This is an optimization exercise on Yosys and OpenROAD, whose aim is small area and a short achievable clock period, not a production implementation.
Only simulation tests tie the RTL to the original design; equivalence was not proved.
Power and IR drop assume default switching activity.

==> flow/design.v <==
module fifo_sync #(
    parameter WIDTH = 32,
    parameter DEPTH = 64
) (
    input  logic clk,
    input  logic rst_n,
    input  logic wr_en,
    input  logic rd_en,
    input  logic [WIDTH-1:0] wr_data,
    output logic [WIDTH-1:0] rd_data,
    output logic full,
    output logic empty,
    output logic almost_full,
    output logic [$clog2(DEPTH):0] count
);
    localparam LO = 8;
    localparam HI = DEPTH / LO;
    logic [WIDTH-1:0] mem [0:DEPTH-1];
    logic [LO-1:0] wr_lo, rd_lo;
    logic [HI-1:0] wr_hi, rd_hi;
    logic [$clog2(DEPTH):0] cnt;
    logic full_q, empty_q, afull_q;
    assign count       = cnt;
    assign full        = full_q;
    assign empty       = empty_q;
    assign almost_full = afull_q;
    wire wr_fire = wr_en & ~full_q;
    wire rd_fire = rd_en & ~empty_q;
    wire inc = wr_fire & ~rd_fire;
    wire dec = rd_fire & ~wr_fire;
    always_ff @(posedge clk) begin
        for (int i = 0; i < DEPTH; i++)
            if (!full_q && wr_hi[i/LO] && wr_lo[i%LO]) mem[i] <= wr_data;
    end
    logic [WIDTH-1:0] head;
    always_comb begin
        head = '0;
        for (int i = 0; i < DEPTH; i++)
            head = head | (mem[i] & {WIDTH{rd_hi[i/LO] & rd_lo[i%LO]}});
    end
    always_ff @(posedge clk or negedge rst_n) begin
        if (!rst_n) begin
            wr_lo   <= LO'(1);
            wr_hi   <= HI'(1);
            rd_lo   <= LO'(1);
            rd_hi   <= HI'(1);
            cnt     <= '0;
            full_q  <= 1'b0;
            empty_q <= 1'b1;
            afull_q <= 1'b0;
            rd_data <= '0;
        end else begin
            if (wr_fire) begin
                wr_lo <= {wr_lo[LO-2:0], wr_lo[LO-1]};
                if (wr_lo[LO-1]) wr_hi <= {wr_hi[HI-2:0], wr_hi[HI-1]};
            end
            if (rd_fire) begin
                rd_lo   <= {rd_lo[LO-2:0], rd_lo[LO-1]};
                if (rd_lo[LO-1]) rd_hi <= {rd_hi[HI-2:0], rd_hi[HI-1]};
                rd_data <= head;
            end
            if (inc) begin
                cnt     <= cnt + 1'b1;
                full_q  <= (cnt == DEPTH-1);
                empty_q <= 1'b0;
                afull_q <= (cnt >= DEPTH-2);
            end else if (dec) begin
                cnt     <= cnt - 1'b1;
                full_q  <= 1'b0;
                empty_q <= (cnt == 1);
                afull_q <= (cnt == DEPTH);
            end
        end
    end
endmodule
==> flow/config.mk <==
export PLATFORM = sky130hd
export DESIGN_NAME = fifo_sync
export DESIGN_NICKNAME = fifo_sync
export VERILOG_FILES = /design/flow/design.v
export SDC_FILE = /design/flow/constraint.sdc
export NUM_CORES = 4
export LEC_CHECK = 0
export CAP_MARGIN = 20
export CORE_MARGIN = 2
export CORE_UTILIZATION = 50
export CTS_BUF_LIST = sky130_fd_sc_hd__clkbuf_16
export CTS_CLUSTER_DIAMETER = 80
export CTS_CLUSTER_SIZE = 26
export SETUP_SLACK_MARGIN = 1.4
export SLEW_MARGIN = 20
==> flow/constraint.sdc <==
create_clock -name core_clock -period 3.8 [get_ports {clk}]
set_input_delay 0.7600 -clock core_clock [delete_from_list [all_inputs] [get_ports {clk}]]
set_output_delay 0.7600 -clock core_clock [all_outputs]
set_load 0.01 [all_outputs]
run.sh (not shown) runs the stock make flow with config.mk's settings and CLKGATE_MAP_FILE= SYNTH_SCRIPT=/design/flow/synth_recipe.tcl, a recipe that flattens the netlist after the stock synthesis.
The first run completed without violations.
Rerun with:
--- a/flow/design.v
+++ b/flow/design.v
@@ -13,12 +13,11 @@
     output logic almost_full,
     output logic [$clog2(DEPTH):0] count
 );
-    localparam LO = 8;
-    localparam HI = DEPTH / LO;
+    localparam PTR_WIDTH = $clog2(DEPTH);
     logic [WIDTH-1:0] mem [0:DEPTH-1];
-    logic [LO-1:0] wr_lo, rd_lo;
-    logic [HI-1:0] wr_hi, rd_hi;
-    logic [$clog2(DEPTH):0] cnt;
+    logic [PTR_WIDTH-1:0] wr_ptr;
+    logic [DEPTH-1:0] rd_sel;    
+    logic [PTR_WIDTH:0] cnt;
     logic full_q, empty_q, afull_q;
     assign count       = cnt;
     assign full        = full_q;
@@ -30,33 +29,27 @@
     wire dec = rd_fire & ~wr_fire;
     always_ff @(posedge clk) begin
         for (int i = 0; i < DEPTH; i++)
-            if (!full_q && wr_hi[i/LO] && wr_lo[i%LO]) mem[i] <= wr_data;
+            if (!full_q && wr_ptr == i) mem[i] <= wr_data;
     end
     logic [WIDTH-1:0] head;
     always_comb begin
         head = '0;
         for (int i = 0; i < DEPTH; i++)
-            head = head | (mem[i] & {WIDTH{rd_hi[i/LO] & rd_lo[i%LO]}});
+            head = head | (mem[i] & {WIDTH{rd_sel[i]}});
     end
     always_ff @(posedge clk or negedge rst_n) begin
         if (!rst_n) begin
-            wr_lo   <= LO'(1);
-            wr_hi   <= HI'(1);
-            rd_lo   <= LO'(1);
-            rd_hi   <= HI'(1);
+            wr_ptr  <= '0;
+            rd_sel  <= DEPTH'(1);
             cnt     <= '0;
             full_q  <= 1'b0;
             empty_q <= 1'b1;
             afull_q <= 1'b0;
             rd_data <= '0;
         end else begin
-            if (wr_fire) begin
-                wr_lo <= {wr_lo[LO-2:0], wr_lo[LO-1]};
-                if (wr_lo[LO-1]) wr_hi <= {wr_hi[HI-2:0], wr_hi[HI-1]};
-            end
+            if (wr_fire) wr_ptr <= wr_ptr + 1'b1;
             if (rd_fire) begin
-                rd_lo   <= {rd_lo[LO-2:0], rd_lo[LO-1]};
-                if (rd_lo[LO-1]) rd_hi <= {rd_hi[HI-2:0], rd_hi[HI-1]};
+                rd_sel  <= {rd_sel[DEPTH-2:0], rd_sel[DEPTH-1]};
                 rd_data <= head;
             end
             if (inc) begin
What happened: Cell area went down by about 1.3%. Area after synthesis went down by about 0.7%. Sequential power went up by 8.8%. Cell count went down by about 2%. Register-to-register slack is better by 0.09 ns. Total power went down by 0.46%. Setup slack is better by 0.089 ns. Die area went down by 0.72%. Synthesized cell count went down by about 4.3%. Combinational power went down by about 38%. Global-route usage went up by 0.48 points. Hold slack is better by 0.0065 ns. Routed wire length went down by 1.4%. Utilization went down by 0.55 points.

## static timing again, ports no longer ideal
The results above use ideal ports. As a check the final layouts listed here were re-extracted and re-timed, cells and wires unchanged. Step 1 assumes that a clkbuf_16 drives the clock port and a buf_2 every other input. Step 2, shift: input delay + t, output delay - t, t = (earliest + latest rising clock arrival at the registers) / 2. This alone moves slack from input paths to output paths. Slacks: ideal / step 1 / step 2; pairs: ideal / step 1.
run | t, ns | setup WS [ns] | worst hold slack (ns) | worst register clock-pin slew, ns | pins driven straight from the clock port
the first run | 0.863 | 1.258 / 1.257 / 0.653 | 0.043 / -0.019 / 0.500 | 0.11 / 0.11 | 1
the second run | 0.855 | 1.347 / 1.305 / 0.727 | 0.049 / 0.000 / 0.494 | 0.11 / 0.11 | 1
After both steps setup and hold are still met in every run listed. For the second run, which loses most, drivers alone change the setup slack by -0.042 ns; drivers and shift together by -0.620 ns.
